From an optimization exercise on the open Yosys and OpenROAD flow, aimed at small area and a short achievable clock period; shortcuts taken in it are not production practice.

==> inputs of 05-11 <==
// neuron
module neuron(
    input clk , rst , start , EOI , EOF ,
    input signed [6:0] x1 , x2 ,
    input signed [1:0] tin ,
    output learned , updating ,
    output signed [1:0] tout
);
clock: 9.5 ns
lec_check: 0
cap_margin: 20
core_margin: 2
core_utilization: 40
setup_slack_margin: 5
slew_margin: 20
synth_hierarchical: 1
run.sh (not shown) runs the stock make flow with config.mk's settings and CLKGATE_MAP_FILE= SYNTH_SCRIPT=/design/flow/synth_recipe.tcl, a recipe that flattens the netlist after the stock synthesis.
==> 11-21 (differences from 05-11) <==
--- a/flow/design.v
+++ b/flow/design.v
@@ -462,16 +462,18 @@
     wire n429, n430;
     fa u_n429 (.a(n410), .b(n314), .c(n326), .s(n429), .co(n430));
     wire n431, n432;
     fa u_n431 (.a(n339), .b(n352), .c(n365), .s(n431), .co(n432));
     wire n433, n434;
     fa u_n433 (.a(n376), .b(n422), .c(n424), .s(n433), .co(n434));
     wire n435, n436;
     fa u_n435 (.a(n429), .b(n431), .c(n433), .s(n435), .co(n436));
+    wire n437, n438;
+    fa u_n437 (.a(n426), .b(n435), .c(n428), .s(n437), .co(n438));
     wire n439, n440;
     fa u_n439 (.a(n315), .b(n327), .c(n340), .s(n439), .co(n440));
     wire n441, n442;
     fa u_n441 (.a(n353), .b(n366), .c(n377), .s(n441), .co(n442));
     wire n443, n444;
     fa u_n443 (.a(n388), .b(n430), .c(n432), .s(n443), .co(n444));
     wire n445, n446;
     fa u_n445 (.a(n439), .b(n441), .c(n434), .s(n445), .co(n446));
@@ -492,16 +494,18 @@
     wire n461, n462;
     fa u_n461 (.a(n342), .b(n355), .c(n368), .s(n461), .co(n462));
     wire n463, n464;
     fa u_n463 (.a(n379), .b(n392), .c(n450), .s(n463), .co(n464));
     wire n465, n466;
     fa u_n465 (.a(n452), .b(n459), .c(n461), .s(n465), .co(n466));
     wire n467, n468;
     fa u_n467 (.a(n454), .b(n463), .c(n465), .s(n467), .co(n468));
+    wire n469, n470;
+    fa u_n469 (.a(n456), .b(n467), .c(n458), .s(n469), .co(n470));
     wire n471, n472;
     fa u_n471 (.a(bhp[1]), .b(n318), .c(n330), .s(n471), .co(n472));
     wire n473, n474;
     fa u_n473 (.a(n343), .b(n356), .c(n369), .s(n473), .co(n474));
     wire n475, n476;
     fa u_n475 (.a(n380), .b(n394), .c(n460), .s(n475), .co(n476));
     wire n477, n478;
     fa u_n477 (.a(n462), .b(n471), .c(n473), .s(n477), .co(n478));
@@ -550,82 +554,78 @@
     wire n521, n522;
     fa u_n521 (.a(n360), .b(n373), .c(n384), .s(n521), .co(n522));
     wire n523, n524;
     fa u_n523 (.a(n402), .b(n508), .c(n510), .s(n523), .co(n524));
     wire n525, n526;
     fa u_n525 (.a(n519), .b(n521), .c(n512), .s(n525), .co(n526));
     wire n527, n528;
     fa u_n527 (.a(n523), .b(n514), .c(n516), .s(n527), .co(n528));
+    wire n529, n530;
+    fa u_n529 (.a(n525), .b(n518), .c(n527), .s(n529), .co(n530));
     wire n531, n532;
     fa u_n531 (.a(bhp[6]), .b(n349), .c(n361), .s(n531), .co(n532));
     wire n533, n534;
     fa u_n533 (.a(n374), .b(n385), .c(n404), .s(n533), .co(n534));
     wire n535, n536;
     fa u_n535 (.a(n520), .b(n522), .c(n531), .s(n535), .co(n536));
     wire n537, n538;
     fa u_n537 (.a(n533), .b(n524), .c(n535), .s(n537), .co(n538));
+    wire n539, n540;
+    fa u_n539 (.a(n526), .b(n537), .c(n528), .s(n539), .co(n540));
     wire n541 = bhp[7] ^ n363 ^ n375;
     wire n542 = n386 ^ n406 ^ n532;
     wire n543 = n534 ^ n541 ^ n542;
     wire n544 = n536 ^ n538 ^ n543;
     assign w1n = {n114, n113, n112, n111, n110, n109, n108, n107, n106, n105, n104, n103} ;
     assign w2n = {n228, n227, n226, n225, n224, n223, n222, n221, n220, n219, n218, n217} ;
-    reg [26:0] cs ;
+    reg [22:0] cs ;
     always @(posedge clk, posedge rst) begin
-        if (rst) cs <= 27'b011101010110111010001010010 ;
-        else cs <= {n413, n427, n544, n517, n506, n505, n494, n493, n482, n481, n457, n448, n447, n419, n414, n528, n537, n526, n527, n518, n525, n458, n467, n456, n428, n435, n426} ;
+        if (rst) cs <= 23'b11101101010101010101011 ;
+        else cs <= {n529, n469, n437, n413, n427, n544, n540, n539, n530, n517, n506, n505, n494, n493, n482, n481, n470, n457, n448, n447, n438, n419, n414} ;
     end
-    wire n437, n438;
-    fa u_n437 (.a(cs[0]), .b(cs[1]), .c(cs[2]), .s(n437), .co(n438));
-    wire n469, n470;
-    fa u_n469 (.a(cs[3]), .b(cs[4]), .c(cs[5]), .s(n469), .co(n470));
-    wire n529, n530;
-    fa u_n529 (.a(cs[6]), .b(cs[7]), .c(cs[8]), .s(n529), .co(n530));
-    wire n539, n540;
-    fa u_n539 (.a(cs[9]), .b(cs[10]), .c(cs[11]), .s(n539), .co(n540));
-    wire n545 = cs[12] & cs[13];
-    wire n546 = cs[12] ^ cs[13];
-    wire n547 = n438 & cs[14];
-    wire n548 = n438 ^ cs[14];
-    wire n549 = cs[15] & cs[16];
-    wire n550 = cs[15] ^ cs[16];
-    wire n551 = n470 & cs[17];
-    wire n552 = n470 ^ cs[17];
-    wire n553 = cs[18] & cs[19];
-    wire n554 = cs[18] ^ cs[19];
-    wire n555 = cs[20] & cs[21];
-    wire n556 = cs[20] ^ cs[21];
-    wire n557 = cs[22] & cs[23];
-    wire n558 = cs[22] ^ cs[23];
-    wire n559 = n530 & n539;
-    wire n560 = n530 ^ n539;
-    wire n561 = n540 & cs[24];
-    wire n562 = n540 ^ cs[24];
-    wire n563 = cs[25] & n545;
-    wire n564 = cs[25] & n546;
-    wire n565 = n564 & cs[26];
+    wire n545 = cs[0] & cs[1];
+    wire n546 = cs[0] ^ cs[1];
+    wire n547 = cs[2] & cs[3];
+    wire n548 = cs[2] ^ cs[3];
+    wire n549 = cs[4] & cs[5];
+    wire n550 = cs[4] ^ cs[5];
+    wire n551 = cs[6] & cs[7];
+    wire n552 = cs[6] ^ cs[7];
+    wire n553 = cs[8] & cs[9];
+    wire n554 = cs[8] ^ cs[9];
+    wire n555 = cs[10] & cs[11];
+    wire n556 = cs[10] ^ cs[11];
+    wire n557 = cs[12] & cs[13];
+    wire n558 = cs[12] ^ cs[13];
+    wire n559 = cs[14] & cs[15];
+    wire n560 = cs[14] ^ cs[15];
+    wire n561 = cs[16] & cs[17];
+    wire n562 = cs[16] ^ cs[17];
+    wire n563 = cs[18] & n545;
+    wire n564 = cs[18] & n546;
+    wire n565 = n564 & cs[19];
     wire n566 = n549 | n550 & n547;
     wire n567 = n550 & n548;
-    wire n568 = n567 & n437;
+    wire n568 = n567 & cs[20];
     wire n569 = n566 | n568 & n563;
     wire n570 = n568 & n565;
     wire n571 = n553 | n554 & n551;
     wire n572 = n554 & n552;
-    wire n573 = n572 & n469;
+    wire n573 = n572 & cs[21];
     wire n574 = n557 | n558 & n555;
     wire n575 = n558 & n556;
-    wire n576 = n560 & n529;
+    wire n576 = n560 & cs[22];
     wire n577 = n559 | n576 & n574;
     wire n578 = n576 & n575;
     wire n579 = n577 | n578 & n571;
     wire n580 = n578 & n573;
     wire n581 = n579 | n580 & n569;
     wire n582 = n580 & n570;
-    wire n583 = n540 ^ cs[24] ^ n581;
+    wire n583 = cs[16] ^ cs[17] ^ n581;
     assign eq = ~(n583 ^ t1) ;
     assign tout = { n583 , 1'b1 } ;
 endmodule
 module fa(input a, b, c, output s, co);
     assign s = a ^ b ^ c ;
     assign co = a & b | a & c | b & c ;
 endmodule
 `timescale 1ns/1ns
==> metrics.yaml <==
status: "no timing/DRC/antenna violations"
grt_pass1_vias: 6835
maxSlewHeadroom: 0.359
# the run above: 05-11

==> metrics.yaml <==
status: "no timing/DRC/antenna violations"
min_period_ns: 5.06
clockNetworkAreaShare: 0.0302
grt_pass1_vias: 6761
worst_setup_path_start_kind: "input port"
highest-signal-layer: "met4"
maxSlewHeadroom: 0.372
# the run above: 11-21

Function was not checked in any run of this note: the RTL went through the layout flow alone.

---

==> build 55: inputs <==
Another version of the RTL of neuron (not shown whole).
clock: 9.5 ns
lec_check: 0
cap_margin: 20
core_margin: 2
core_utilization: 40
setup_slack_margin: 5
slew_margin: 20
synth_hierarchical: 1
tns_end_percent: 5
==> inputs of trial 40, as changes to build 55 <==
Settings changed: SETUP_SLACK_MARGIN 5 to 4.5.
==> flow_summary.yaml <==
worst_hold_path:
  worstHoldStart: "dp.bhp[4]"
placed_design:
  dp_slack_ns: 3.62
  dp_hpwl_mm: 15.7
run_status:
  status: "no timing/DRC/antenna violations"
layout:
  buf_share: 0.0653
  post-route-util: 0.474
  final-clk-cell-share: 0.0371
drt:
  wirelength_mm: 22.5
  wl_met3_mm: 1.61
timing:
  timing.fmax_ghz: 0.215
  fin_crit_sh: 0.490
  setup_ws_ns: 4.85
worst_setup_path:
  rrSetupSlack_ns: 4.97
-- figures above: build 55

==> flow_summary.yaml <==
synthesis:
  synth_compound_area_frac: 0.202
layout:
  post-route-util: 0.447
  final-clk-cell-share: 0.0294
  buf_share: 0.0438
drt:
  drt_iter0_markers: 436
  wirelength_mm: 22.1
  wl_met3_mm: 1.69
run_status:
  status: "no timing/DRC/antenna violations"
timing:
  fin_crit_sh: 0.533
  timing.fmax_ghz: 0.197
  setup_ws_ns: 4.44
placed_design:
  dp_hpwl_mm: 15.8
worst_hold_path:
  worstHoldStart: "dp.x2[5]"
-- figures above: trial 40

Function was not checked in any run of this note: the RTL went through the layout flow alone.

---

==> run a <==
Another version of the RTL of neuron (not shown whole).
## neuron
module neuron(
    input clk , rst , start , EOI , EOF ,
    input signed [6:0] x1 , x2 ,
    input signed [1:0] tin ,
    output learned , updating ,
    output signed [1:0] tout
);
clock: 9.5 ns
lec_check: 0
cap_margin: 20
core_margin: 2
core_utilization: 40
setup_slack_margin: 5
slew_margin: 20
synth_hierarchical: 1
==> inputs of run b, as changes to run a <==
--- a/flow/design.v
+++ b/flow/design.v
@@ -531,10 +531,12 @@
     fa u_n431 (.a(n339), .b(n352), .c(n365), .s(n431), .co(n432));
     wire n433, n434;
     fa u_n433 (.a(n376), .b(n422), .c(n424), .s(n433), .co(n434));
     wire n435, n436;
     fa u_n435 (.a(n429), .b(n431), .c(n433), .s(n435), .co(n436));
+    wire n437, n438;
+    fa u_n437 (.a(n426), .b(n435), .c(n428), .s(n437), .co(n438));
     wire n439, n440;
     fa u_n439 (.a(n315), .b(n327), .c(n340), .s(n439), .co(n440));
     wire n441, n442;
     fa u_n441 (.a(n353), .b(n366), .c(n377), .s(n441), .co(n442));
     wire n443, n444;
@@ -561,10 +563,12 @@
     fa u_n463 (.a(n379), .b(n392), .c(n450), .s(n463), .co(n464));
     wire n465, n466;
     fa u_n465 (.a(n452), .b(n459), .c(n461), .s(n465), .co(n466));
     wire n467, n468;
     fa u_n467 (.a(n454), .b(n463), .c(n465), .s(n467), .co(n468));
+    wire n469, n470;
+    fa u_n469 (.a(n456), .b(n467), .c(n458), .s(n469), .co(n470));
     wire n471, n472;
     fa u_n471 (.a(bhp[1]), .b(n318), .c(n330), .s(n471), .co(n472));
     wire n473, n474;
     fa u_n473 (.a(n343), .b(n356), .c(n369), .s(n473), .co(n474));
     wire n475, n476;
@@ -619,88 +623,84 @@
     fa u_n523 (.a(n402), .b(n508), .c(n510), .s(n523), .co(n524));
     wire n525, n526;
     fa u_n525 (.a(n519), .b(n521), .c(n512), .s(n525), .co(n526));
     wire n527, n528;
     fa u_n527 (.a(n523), .b(n514), .c(n516), .s(n527), .co(n528));
+    wire n529, n530;
+    fa u_n529 (.a(n525), .b(n518), .c(n527), .s(n529), .co(n530));
     wire n531, n532;
     fa u_n531 (.a(bhp[6]), .b(n349), .c(n361), .s(n531), .co(n532));
     wire n533, n534;
     fa u_n533 (.a(n374), .b(n385), .c(n404), .s(n533), .co(n534));
     wire n535, n536;
     fa u_n535 (.a(n520), .b(n522), .c(n531), .s(n535), .co(n536));
     wire n537, n538;
     fa u_n537 (.a(n533), .b(n524), .c(n535), .s(n537), .co(n538));
+    wire n539, n540;
+    fa u_n539 (.a(n526), .b(n537), .c(n528), .s(n539), .co(n540));
     wire n541, n541_nc;
     fa u_n541 (.a(bhp[7]), .b(n363), .c(n375), .s(n541), .co(n541_nc));
     wire n542, n542_nc;
     fa u_n542 (.a(n386), .b(n406), .c(n532), .s(n542), .co(n542_nc));
     wire n543, n543_nc;
     fa u_n543 (.a(n534), .b(n541), .c(n542), .s(n543), .co(n543_nc));
     wire n544, n544_nc;
     fa u_n544 (.a(n536), .b(n538), .c(n543), .s(n544), .co(n544_nc));
     assign w1n = {n114, n113, n112, n111, n110, n109, n108, n107, n106, n105, n104, n103} ;
     assign w2n = {n228, n227, n226, n225, n224, n223, n222, n221, n220, n219, n218, n217} ;
-    reg [26:0] cs ;
+    reg [22:0] cs ;
     always @(posedge clk, posedge rst) begin
-        if (rst) cs <= 27'b011101010110111010001010010 ;
-        else cs <= {n413, n427, n544, n517, n506, n505, n494, n493, n482, n481, n457, n448, n447, n419, n414, n528, n537, n526, n527, n518, n525, n458, n467, n456, n428, n435, n426} ;
+        if (rst) cs <= 23'b11101101010101010101011 ;
+        else cs <= {n529, n469, n437, n413, n427, n544, n540, n539, n530, n517, n506, n505, n494, n493, n482, n481, n470, n457, n448, n447, n438, n419, n414} ;
     end
-    wire n437, n438;
-    fa u_n437 (.a(cs[0]), .b(cs[1]), .c(cs[2]), .s(n437), .co(n438));
-    wire n469, n470;
-    fa u_n469 (.a(cs[3]), .b(cs[4]), .c(cs[5]), .s(n469), .co(n470));
-    wire n529, n530;
-    fa u_n529 (.a(cs[6]), .b(cs[7]), .c(cs[8]), .s(n529), .co(n530));
-    wire n539, n540;
-    fa u_n539 (.a(cs[9]), .b(cs[10]), .c(cs[11]), .s(n539), .co(n540));
-    wire n545 = cs[12] & cs[13];
-    wire n546 = cs[12] ^ cs[13];
-    wire n547 = n438 & cs[14];
-    wire n548 = n438 ^ cs[14];
-    wire n549 = cs[15] & cs[16];
-    wire n550 = cs[15] ^ cs[16];
-    wire n551 = n470 & cs[17];
-    wire n552 = n470 ^ cs[17];
-    wire n553 = cs[18] & cs[19];
-    wire n554 = cs[18] ^ cs[19];
-    wire n555 = cs[20] & cs[21];
-    wire n556 = cs[20] ^ cs[21];
-    wire n557 = cs[22] & cs[23];
-    wire n558 = cs[22] ^ cs[23];
-    wire n559 = n530 & n539;
-    wire n560 = n530 ^ n539;
-    wire n561 = n540 & cs[24];
-    wire n562 = n540 ^ cs[24];
-    wire n563 = cs[25] & n545;
-    wire n564 = cs[25] & n546;
-    wire n565 = n564 & cs[26];
+    wire n545 = cs[0] & cs[1];
+    wire n546 = cs[0] ^ cs[1];
+    wire n547 = cs[2] & cs[3];
+    wire n548 = cs[2] ^ cs[3];
+    wire n549 = cs[4] & cs[5];
+    wire n550 = cs[4] ^ cs[5];
+    wire n551 = cs[6] & cs[7];
+    wire n552 = cs[6] ^ cs[7];
+    wire n553 = cs[8] & cs[9];
+    wire n554 = cs[8] ^ cs[9];
+    wire n555 = cs[10] & cs[11];
+    wire n556 = cs[10] ^ cs[11];
+    wire n557 = cs[12] & cs[13];
+    wire n558 = cs[12] ^ cs[13];
+    wire n559 = cs[14] & cs[15];
+    wire n560 = cs[14] ^ cs[15];
+    wire n561 = cs[16] & cs[17];
+    wire n562 = cs[16] ^ cs[17];
+    wire n563 = cs[18] & n545;
+    wire n564 = cs[18] & n546;
+    wire n565 = n564 & cs[19];
     wire n566;
     ao21 u_n566 (.g(n549), .p(n550), .c(n547), .y(n566));
     wire n567 = n550 & n548;
-    wire n568 = n567 & n437;
+    wire n568 = n567 & cs[20];
     wire n569;
     ao21 u_n569 (.g(n566), .p(n568), .c(n563), .y(n569));
     wire n570 = n568 & n565;
     wire n571;
     ao21 u_n571 (.g(n553), .p(n554), .c(n551), .y(n571));
     wire n572 = n554 & n552;
-    wire n573 = n572 & n469;
+    wire n573 = n572 & cs[21];
     wire n574;
     ao21 u_n574 (.g(n557), .p(n558), .c(n555), .y(n574));
     wire n575 = n558 & n556;
-    wire n576 = n560 & n529;
+    wire n576 = n560 & cs[22];
     wire n577;
     ao21 u_n577 (.g(n559), .p(n576), .c(n574), .y(n577));
     wire n578 = n576 & n575;
     wire n579;
     ao21 u_n579 (.g(n577), .p(n578), .c(n571), .y(n579));
     wire n580 = n578 & n573;
     wire n581;
     ao21 u_n581 (.g(n579), .p(n580), .c(n569), .y(n581));
     wire n582 = n580 & n570;
     wire n583, n583_nc;
-    fa u_n583 (.a(n540), .b(cs[24]), .c(n581), .s(n583), .co(n583_nc));
+    fa u_n583 (.a(cs[16]), .b(cs[17]), .c(n581), .s(n583), .co(n583_nc));
     assign eq = ~(n583 ^ t1) ;
     assign tout = { n583 , 1'b1 } ;
 endmodule
 module ao21(input g, p, c, output y);
     assign y = g | p & c ;
==> qor summary <==
| quantity | run a | run b |
|---|---|---|
| Half-perimeter wire length after placement | 15,600 um | 15,600 um |
| Maximum frequency from static timing analysis | 191 MHz | 184 MHz |
| # placed instances | 1,114 | 1,110 |
| Compound-Gate Fraction of Synth Area | 0.180 | 0.183 |
| Number of non-filler instances in the completed layout | 1,252 | 1,222 |
| Launching element of the worst setup path | dp.cs[10] | x2[1] |
| Floorplan die area | 21,400 sq um | 21,100 sq um |
| Via count of the first global-routing pass | 6,760 | 6,800 |
| Worst-case register-to-register setup slack | 4.27 ns | 4.30 ns |
| Leading cell type in the layout, fill and taps excluded | sky130_fd_sc_hd__buf_4 | sky130_fd_sc_hd__nand2_1 |
| Total Wirelength | 24,900 um | 23,500 um |
| Weighted congestion at the end of routability-driven global placement | 0.901 | 0.890 |
| Number of cells on the worst hold path | 2 | 1 |
| Run status | no timing/DRC/antenna violations | no timing/DRC/antenna violations |
Function was not checked in any run of this note: the RTL went through the layout flow alone.

[what the ideal ports hide]
In the flow no input, the clock included, has a driving cell. The finished layouts below were timed again as built, in two steps.
Step 1 assumes that a clkbuf_16 drives the clock port and a buf_2 every other input.
Step 2 moves the port delays by t, midway between the first and last clock arrival at a register: inputs arrive t later, outputs are due t later. That takes back most of the time a late clock gives input paths.
a / b / c = ideal ports / drivers / drivers and shift; a / b = the first two.
run | t, ns | setup WS [ns] | hold slack, ns | worst setup path after step 2 | worst slew at a driven data input, ns
05-11 | 0.397 | 4.356 / 4.312 / 4.137 | 0.557 / 0.557 / 0.557 | input to register | 0.05
11-21 | 0.396 | 4.444 / 4.466 / 4.070 | 0.560 / 0.560 / 0.560 | input to register | 0.05
build 55 | 0.385 | 4.845 / 4.812 / 4.471 | 0.567 / 0.567 / 0.567 | input to register | 0.04
trial 40 | 0.394 | 4.436 / 4.458 / 4.064 | 0.514 / 0.514 / 0.514 | input to register | 0.03
run a | 0.391 | 4.269 / 4.248 / 4.106 | 0.559 / 0.559 / 0.559 | input to register | 0.06
run b | 0.390 | 4.058 / 4.051 / 3.661 | 0.584 / 0.584 / 0.584 | input to register | 0.06
After both steps setup and hold are still met in every run listed. For run b, which loses most, drivers alone change the setup slack by -0.007 ns; drivers and shift together by -0.397 ns.
